This is an optimization exercise on Yosys and OpenROAD, whose aim is small area and a short achievable clock period, not a production implementation.
Where RTL was checked, it was by simulation tests only, not by an equivalence proof against the original.
Power and IR drop assume default switching activity.

## run 1
## add1
module add1(
	input clk,
	input operation,
	input [15:0] x,y,
	output [15:0] z,
	input [2:0]counter
	);
clock: 8.5 ns
lec_check: 0
cap_margin: 20
core_margin: 2
core_utilization: 60
place_density: 0.75
setup_slack_margin: 2.0
slew_margin: 20
standard.sh (not shown) runs the stock make flow with config.mk's settings and CLKGATE_MAP_FILE= SYNTH_SCRIPT=/design/flow/synth_recipe.tcl, a recipe that flattens the netlist after the stock synthesis.
==> flow/flow/run.sh <==
#!/bin/bash
# Own layout flow: the standard ORFS flow (standard.sh) with these changes:
#  - synthesis is synth_recipe.tcl with ORFS synth.tcl patched by flow/patch_synth.py:
#    the RTL's full adder module add1_fa becomes the library full adder cell, no other
#    adder extraction, modules kept apart until after ABC (synth_recipe.tcl flattens them
#    at the end), and ABC maps add1_mcpa (the multiplier's final adder) with
#    flow/abc_fast.script and the rest with flow/abc.script;
#  - ports are buffered with sky130_fd_sc_hd__buf_1;
set -euo pipefail
W=$PWD
python3 flow/patch_synth.py "$FLOW_HOME/scripts/synth.tcl" "$W/flow_synth_mod.tcl" > patch.log 2>&1
sed "s#source \$::env(SCRIPTS_DIR)/synth.tcl#source $W/flow_synth_mod.tcl#" synth_recipe.tcl > flow_synth.tcl
grep -q "flow_synth_mod.tcl" flow_synth.tcl
export MY_ABC_SCRIPT=$W/flow/abc.script
export MY_ABC_SCRIPT_FAST=$W/flow/abc_fast.script
export MY_FAST_MODULES=add1_mcpa
bash standard.sh SYNTH_SCRIPT=$W/flow_synth.tcl synth > flow_synth.log 2>&1
bash standard.sh SYNTH_SCRIPT=$W/flow_synth.tcl "BUFFER_PORTS_ARGS=-buffer_cell sky130_fd_sc_hd__buf_1" SKIP_INCREMENTAL_REPAIR=1 finish > flow_layout.log 2>&1
test -f out/final.def
==> flow/flow/abc.script <==
strash
dch
map -D 4000
buffer -c
topo
stime -c
upsize -c
dnsize -c
==> flow/flow/abc_fast.script <==
strash
dch
map -D 1500
buffer -c
topo
stime -c
upsize -c
dnsize -c
==> flow/flow/patch_synth.py <==
import sys
s = open(sys.argv[1]).read()
def rep(old, new):
    global s
    assert s.count(old) == 1, old
    s = s.replace(old, new)
# the design's full adder module (add1_fa) becomes the library's full adder cell
rep("hierarchy -check -top $::env(DESIGN_NAME)\n",
    "hierarchy -check -top $::env(DESIGN_NAME)\n"
    "chtype -map add1_fa sky130_fd_sc_hd__fa_1\n"
    "hierarchy -check -top $::env(DESIGN_NAME)\n")
# keep the design's modules apart until after ABC (synth_recipe.tcl flattens at the end)
rep("  synth -flatten -run :fine {*}$synth_full_args\n", "  synth -run :fine {*}$synth_full_args\n")
# no other adder extraction
rep("  extract_fa {*}[dont_use_extract_fa_args]\n", "")
# final ABC mapping: the fast modules with one script, the rest with another
rep("  log_cmd abc {*}$abc_args\n",
    "  foreach m $::env(MY_FAST_MODULES) {\n"
    "    log_cmd abc {*}[lreplace $abc_args 1 1 $::env(MY_ABC_SCRIPT_FAST)] $m\n"
    "  }\n"
    "  log_cmd abc {*}[lreplace $abc_args 1 1 $::env(MY_ABC_SCRIPT)] $::env(DESIGN_NAME)\n")
open(sys.argv[2], 'w').write(s)
For run 2, these inputs were changed with respect to run 1:
==> flow/flow/abc.script <==
strash
dch
map -D 3500
buffer -c
topo
stime -c
upsize -c
dnsize -c
--- outcome ---
Run 1 → run 2: worst hold margin comparable, final clock period utilization by the worst path now larger, leakage power summed over all cells now smaller, overall fraction of global-route tracks in use now smaller. Run 2 vs run 1: synthesized cell count down slightly. The amount of wire on met2 after detailed routing number comes out higher for run 1 vs run 2. NOTE total vias in the final route run 1->run 2 decreased slightly.
--- input diff run 2..run 3 ---
==> flow/flow/abc.script <==
strash
dch
map -D 3000
buffer -c
topo
stime -c
upsize -c
dnsize -c
[summary]
Higher setup slack after placement was reported by run 3, not run 2.
Comparing run 2 and run 3, the higher first-pass GRT wire length was measured on run 2.
Synthesized area per cell (higher): run 2
Run 3 ended with every stage complete and zero timing, DRC or antenna violations.
Diff run 2..run 3 | share of total power in the clock network | negligible

* * *

Another version of the RTL of add1 (not shown whole).
Size in the first run: roughly 960 cells after synthesis, ~53 I/O pins, about 6500 µm² of cells after synthesis.
clock: 8.5 ns
lec_check: 0
cap_margin: 20
core_margin: 2
core_utilization: 65
place_density: 0.8
setup_slack_margin: 2.0
slew_margin: 20
==> flow/flow/run.sh <==
#!/bin/bash
# Own layout flow: the standard ORFS flow (standard.sh) with these changes:
#  - synthesis is synth_recipe.tcl with ORFS synth.tcl patched by flow/patch_synth.py:
#    the RTL's full adder module add1_fa becomes the library full adder cell, no other
#    adder extraction, modules kept apart until after ABC (synth_recipe.tcl flattens them
#    at the end), and ABC maps add1_mcpa (the multiplier's final adder) with
#    flow/abc_fast.script and the rest with flow/abc.script;
#  - ports are buffered with sky130_fd_sc_hd__buf_1.
# The registers and their names are those of the standard synthesis.
# Each tool's output goes to a log in this folder (and ORFS's own logs under orfs/logs).
set -euo pipefail
W=$PWD
python3 flow/patch_synth.py "$FLOW_HOME/scripts/synth.tcl" "$W/flow_synth_mod.tcl" > patch.log 2>&1
sed "s#source \$::env(SCRIPTS_DIR)/synth.tcl#source $W/flow_synth_mod.tcl#" synth_recipe.tcl > flow_synth.tcl
grep -q "flow_synth_mod.tcl" flow_synth.tcl
export MY_ABC_SCRIPT=$W/flow/abc.script
export MY_ABC_SCRIPT_FAST=$W/flow/abc_fast.script
export MY_FAST_MODULES=add1_mcpa
bash standard.sh SYNTH_SCRIPT=$W/flow_synth.tcl synth > flow_synth.log 2>&1
bash standard.sh SYNTH_SCRIPT=$W/flow_synth.tcl "BUFFER_PORTS_ARGS=-buffer_cell sky130_fd_sc_hd__buf_1" SKIP_INCREMENTAL_REPAIR=1 finish > flow_layout.log 2>&1
test -f out/final.def
==> flow/flow/abc.script <==
strash
dch
map -D 3500
buffer -c
topo
stime -c
upsize -c
dnsize -c
Scripts as last shown in full above: flow/flow/abc_fast.script, flow/flow/patch_synth.py
Next try:
--- a/flow/flow/run.sh
+++ b/flow/flow/run.sh
@@ -6,7 +6,5 @@
 #    at the end), and ABC maps add1_mcpa (the multiplier's final adder) with
 #    flow/abc_fast.script and the rest with flow/abc.script;
-#  - ports are buffered with sky130_fd_sc_hd__buf_1.
-# The registers and their names are those of the standard synthesis.
-# Each tool's output goes to a log in this folder (and ORFS's own logs under orfs/logs).
+#  - ports are buffered with sky130_fd_sc_hd__buf_1;
 set -euo pipefail
 W=$PWD
==> flow/flow/abc.script (replaced) <==
strash
dch
map -D 3000
buffer -c
topo
stime -c
upsize -c
dnsize -c
--- a/flow/config.mk
+++ b/flow/config.mk
@@ -8,6 +8,6 @@
 export CAP_MARGIN = 20
 export CORE_MARGIN = 2
-export CORE_UTILIZATION = 65
-export PLACE_DENSITY = 0.8
+export CORE_UTILIZATION = 55
+export PLACE_DENSITY = 0.7
 export SETUP_SLACK_MARGIN = 2.0
 export SLEW_MARGIN = 20
Result: Worst setup slack improves by 0.022 ns. Fmax rose by 0.34%. Die area rose by about 16%. Clock power went up by about 66%. Sequential share of layout area is about the same.
Next try:
--- a/flow/flow/run.sh
+++ b/flow/flow/run.sh
@@ -6,5 +6,7 @@
 #    at the end), and ABC maps add1_mcpa (the multiplier's final adder) with
 #    flow/abc_fast.script and the rest with flow/abc.script;
-#  - ports are buffered with sky130_fd_sc_hd__buf_1;
+#  - ports are buffered with sky130_fd_sc_hd__buf_1.
+# The registers and their names are those of the standard synthesis.
+# Each tool's output goes to a log in this folder (and ORFS's own logs under orfs/logs).
 set -euo pipefail
 W=$PWD
--- a/flow/config.mk
+++ b/flow/config.mk
@@ -8,6 +8,6 @@
 export CAP_MARGIN = 20
 export CORE_MARGIN = 2
-export CORE_UTILIZATION = 55
-export PLACE_DENSITY = 0.7
+export CORE_UTILIZATION = 60
+export PLACE_DENSITY = 0.75
 export SETUP_SLACK_MARGIN = 2.0
 export SLEW_MARGIN = 20
The changed run went through all stages and came out clean; utilization goes up by 4.9 points; power goes down by a few percent; routed wire length goes down slightly; worst setup slack degrades by 0.040 ns; combinational power barely changes; global-route usage goes up by 3.4 points; die area goes down by a little under a tenth; flip-flop and latch count is unchanged; final area goes down slightly.
Next try:
--- a/flow/flow/run.sh
+++ b/flow/flow/run.sh
@@ -18,4 +18,4 @@
 export MY_FAST_MODULES=add1_mcpa
 bash standard.sh SYNTH_SCRIPT=$W/flow_synth.tcl synth > flow_synth.log 2>&1
-bash standard.sh SYNTH_SCRIPT=$W/flow_synth.tcl "BUFFER_PORTS_ARGS=-buffer_cell sky130_fd_sc_hd__buf_1" SKIP_INCREMENTAL_REPAIR=1 finish > flow_layout.log 2>&1
+bash standard.sh SYNTH_SCRIPT=$W/flow_synth.tcl "BUFFER_PORTS_ARGS=-buffer_cell sky130_fd_sc_hd__buf_1" finish > flow_layout.log 2>&1
 test -f out/final.def
==> flow/flow/abc.script (replaced) <==
strash
dch
map -D 4500
buffer -c
topo
stime -c
upsize -c
dnsize -c
--- a/flow/config.mk
+++ b/flow/config.mk
@@ -10,4 +10,4 @@
 export CORE_UTILIZATION = 60
 export PLACE_DENSITY = 0.75
-export SETUP_SLACK_MARGIN = 2.0
+export SETUP_SLACK_MARGIN = 2.5
 export SLEW_MARGIN = 20
Outcome: Routed wire length climbs by 22%. Total power climbs by 29%. Worst hold slack is better by 0.012 ns. Design area climbs by about 18%. Sequential cell count stays the same. Global-route usage climbs by 2.9 points.

* * *

add1, a different RTL version from the one above (not shown whole).
Size in the first run: about 980 cells after synthesis, about 16 flip-flops, ~53 I/O pins, ~6600 um^2 of cells after synthesis.
export LEC_CHECK = 0
export CAP_MARGIN = 20
export CORE_MARGIN = 2
export CORE_UTILIZATION = 40
export PLACE_DENSITY = 0.6
export SLEW_MARGIN = 20
create_clock -name core_clock -period 8.5 [get_ports {clk}]
==> flow/flow/run.sh <==
#!/bin/bash
# Own layout flow: the standard ORFS flow (standard.sh) with these changes:
#  - synthesis is synth_recipe.tcl with ORFS synth.tcl patched by flow/patch_synth.py:
#    the RTL's full adder module add1_fa becomes the library full adder cell, no other
#    adder extraction, modules kept apart until after ABC (synth_recipe.tcl flattens them
#    at the end), and ABC maps add1_mcpa (the multiplier's final adder) with
#    flow/abc_fast.script and the rest with flow/abc.script;
#  - ports are buffered with sky130_fd_sc_hd__buf_1.
# The registers and their names are those of the standard synthesis.
# Each tool's output goes to a log in this folder (and ORFS's own logs under orfs/logs).
set -euo pipefail
W=$PWD
python3 flow/patch_synth.py "$FLOW_HOME/scripts/synth.tcl" "$W/flow_synth_mod.tcl" > patch.log 2>&1
sed "s#source \$::env(SCRIPTS_DIR)/synth.tcl#source $W/flow_synth_mod.tcl#" synth_recipe.tcl > flow_synth.tcl
grep -q "flow_synth_mod.tcl" flow_synth.tcl
export MY_ABC_SCRIPT=$W/flow/abc.script
export MY_ABC_SCRIPT_FAST=$W/flow/abc_fast.script
export MY_FAST_MODULES=add1_mcpa
bash standard.sh SYNTH_SCRIPT=$W/flow_synth.tcl synth > flow_synth.log 2>&1
bash standard.sh SYNTH_SCRIPT=$W/flow_synth.tcl "BUFFER_PORTS_ARGS=-buffer_cell sky130_fd_sc_hd__buf_1" finish > flow_layout.log 2>&1
test -f out/final.def
==> flow/flow/abc.script <==
strash
dch
map -D 3000
buffer -c
topo
stime -c
upsize -c
dnsize -c
Scripts as last shown in full above: flow/flow/abc_fast.script, flow/flow/patch_synth.py
Change:
==> flow/flow/abc.script (replaced) <==
strash
dch
map -D 4500
buffer -c
topo
stime -c
upsize -c
dnsize -c
Result: The changed run finished with timing, DRC and antenna clean; synthesized area decreases by 5.1%; worst setup slack got worse by 310 ps; via count decreases by 5.2%; total power decreases by 6.1%; global-route usage decreases by 0.20 points; fmax decreases by 4.0%.
No functional check of the RTL was part of any run of this note.

* * *

Another version of the RTL of add1 (not shown whole).
Size in the first run: ~910 cells after synthesis, roughly 53 I/O pins, about 6200 um^2 of cells after synthesis.
clock: 8.5 ns
lec_check: 0
cap_margin: 20
core_margin: 2
core_utilization: 60
place_density: 0.75
setup_slack_margin: 1.5
slew_margin: 20
==> flow/flow/run.sh <==
#!/bin/bash
# Own layout flow: the standard ORFS flow (standard.sh) with these changes:
#  - synthesis is synth_recipe.tcl with ORFS synth.tcl patched by flow/patch_synth.py:
#    the RTL's full adder module add1_fa becomes the library full adder cell, no other
#    adder extraction, modules kept apart until after ABC (synth_recipe.tcl flattens them
#    at the end), and ABC maps add1_mcpa (the multiplier's final adder) with
#    flow/abc_fast.script and the rest with flow/abc.script;
#  - ports are buffered with sky130_fd_sc_hd__buf_1;
set -euo pipefail
W=$PWD
python3 flow/patch_synth.py "$FLOW_HOME/scripts/synth.tcl" "$W/flow_synth_mod.tcl" > patch.log 2>&1
sed "s#source \$::env(SCRIPTS_DIR)/synth.tcl#source $W/flow_synth_mod.tcl#" synth_recipe.tcl > flow_synth.tcl
grep -q "flow_synth_mod.tcl" flow_synth.tcl
export MY_ABC_SCRIPT=$W/flow/abc.script
export MY_ABC_SCRIPT_FAST=$W/flow/abc_fast.script
export MY_FAST_MODULES=add1_mcpa
bash standard.sh SYNTH_SCRIPT=$W/flow_synth.tcl synth > flow_synth.log 2>&1
bash standard.sh SYNTH_SCRIPT=$W/flow_synth.tcl "BUFFER_PORTS_ARGS=-buffer_cell sky130_fd_sc_hd__buf_1" SKIP_INCREMENTAL_REPAIR=1 finish > flow_layout.log 2>&1
test -f out/final.def
==> flow/flow/abc.script <==
strash
dch
map -D 3500
buffer -c
topo
stime -c
upsize -c
dnsize -c
Scripts as last shown in full above: flow/flow/abc_fast.script, flow/flow/patch_synth.py
The baseline went through all stages and came out clean.
Next try:
==> flow/flow/abc_fast.script (replaced) <==
strash
dch
map -D 1000
buffer -c
topo
stime -c
upsize -c
dnsize -c
- SETUP_SLACK_MARGIN: 1.5 -> 2.0
=> The changed run finished with timing, DRC and antenna clean. Routed wire length came out lower by 1.5%. Sequential share of layout area went down by 0.33 points. Cell area climbs by 4.6%. Die area came out higher by 4.2%.
Next try:
--- a/flow/flow/run.sh
+++ b/flow/flow/run.sh
@@ -6 +6,2 @@
-#    at the end), and ABC maps add1_mcpa (the multiplier's final adder) with
+#    at the end), and ABC maps add1_mcpa (the multiplier's final adder and the
+#    selection of the next register values) with
==> flow/flow/abc_fast.script (replaced) <==
strash
dch
map -D 1500
buffer -c
topo
stime -c
upsize -c
dnsize -c
- CORE_UTILIZATION: 60 -> 55
- PLACE_DENSITY: 0.75 -> 0.7
Routed wire length rose by about 0.8%.
Global-route usage shrinks by 1.8 points.
Critical path depth came out lower by 1.
Worst setup slack loses 52 ps.
Utilization goes down by 5.2 points.
Final area drops by 3.4%.
Non-clock buffer count goes down by 2.
Clock power is higher by 64%.
First-iteration DRC count is higher by 3.4%.
Next try:
--- a/flow/flow/run.sh
+++ b/flow/flow/run.sh
@@ -6,2 +6 @@
-#    at the end), and ABC maps add1_mcpa (the multiplier's final adder and the
-#    selection of the next register values) with
+#    at the end), and ABC maps add1_mcpa (the multiplier's final adder) with
==> flow/flow/abc.script (replaced) <==
strash
dch
map -D 3000
buffer -c
topo
stime -c
upsize -c
dnsize -c
- CORE_UTILIZATION: 55 -> 60
- PLACE_DENSITY: 0.7 -> 0.75
Result: The changed run finished with timing, DRC and antenna clean. Area after synthesis is higher by about 3.7%. Power increases by about 3%. Setup slack degrades by 58 ps. Design area climbs by about 2.5%. Hold slack is about the same. Non-clock buffer count is lower by 3. Utilization grows by 4.8 points. Clock-buffer cell count does not change. Critical path depth decreases by 18. Wire length came out higher by about 5%. Via count increases by about 2%.
Next try:
==> flow/flow/abc.script (replaced) <==
strash
dch
map -D 3500
buffer -c
topo
stime -c
upsize -c
dnsize -c
- SETUP_SLACK_MARGIN: 2.0 -> 2.5
The new run passed the timing, design-rule and antenna checks.
Final cell count climbs slightly.
Global-route usage rose by 2.4 points.
Area after synthesis shrinks by a few percent.
Sequential power hardly moves.

[afterwards: timing with drivers on the ports]
The flow's constraints put no driver on any port. The routed layouts listed below were extracted and timed again, unchanged, in two steps. Step 1 sets driving cells, clkbuf_16 on the clock port and buf_2 on the other inputs (assumed; they add their load-dependent delay and slew). Step 2 moves the port delays by t, midway between the first and last clock arrival at a register: inputs arrive t later, outputs are due t later. That takes back most of the time a late clock gives input paths. Three values: no drivers, after step 1, after step 2; two values: the first two.
| run | t (ns) | slack for setup (ns) | clock arrival spread, ns | cell pins on the clock port's net |
|---|---|---|---|---|
| run 1 | 0.263 | 1.913 / 1.906 / 1.643 | 0.002 / 0.002 | 1 |
| run 2 | 0.266 | 1.898 / 1.898 / 1.632 | 0.001 / 0.001 | 1 |
| run 3 | 0.265 | 2.002 / 2.000 / 1.735 | 0.002 / 0.002 | 1 |
| the first run of note 2 | 0.268 | 1.924 / 1.926 / 1.658 | 0.003 / 0.002 | 1 |
| the second run of note 2 | 0.268 | 1.946 / 1.946 / 1.678 | 0.001 / 0.002 | 1 |
| the third run of note 2 | 0.270 | 1.906 / 1.906 / 1.636 | 0.005 / 0.004 | 1 |
| the fourth run of note 2 | 0.271 | 1.955 / 1.958 / 1.687 | 0.001 / 0.001 | 1 |
| the first run of note 3 | 0.280 | 1.170 / 1.175 / 0.895 | 0.001 / 0.001 | 1 |
| the second run of note 3 | 0.273 | 0.862 / 0.857 / 0.585 | 0.002 / 0.003 | 1 |
| the first run of note 4 | 0.267 | 1.342 / 1.336 / 1.070 | 0.001 / 0.001 | 1 |
| the second run of note 4 | 0.268 | 1.929 / 1.917 / 1.649 | 0.006 / 0.006 | 1 |
| the third run of note 4 | 0.273 | 1.876 / 1.880 / 1.608 | 0.002 / 0.001 | 1 |
| the fourth run of note 4 | 0.262 | 1.818 / 1.814 / 1.552 | 0.006 / 0.005 | 1 |
| the fifth run of note 4 | 0.274 | 2.275 / 2.270 / 1.996 | 0.002 / 0.002 | 1 |
After both steps every run listed still meets setup and hold. The setup slack of the second run of note 4, which loses most, moves by -0.012 ns with the drivers and by -0.280 ns with both steps.
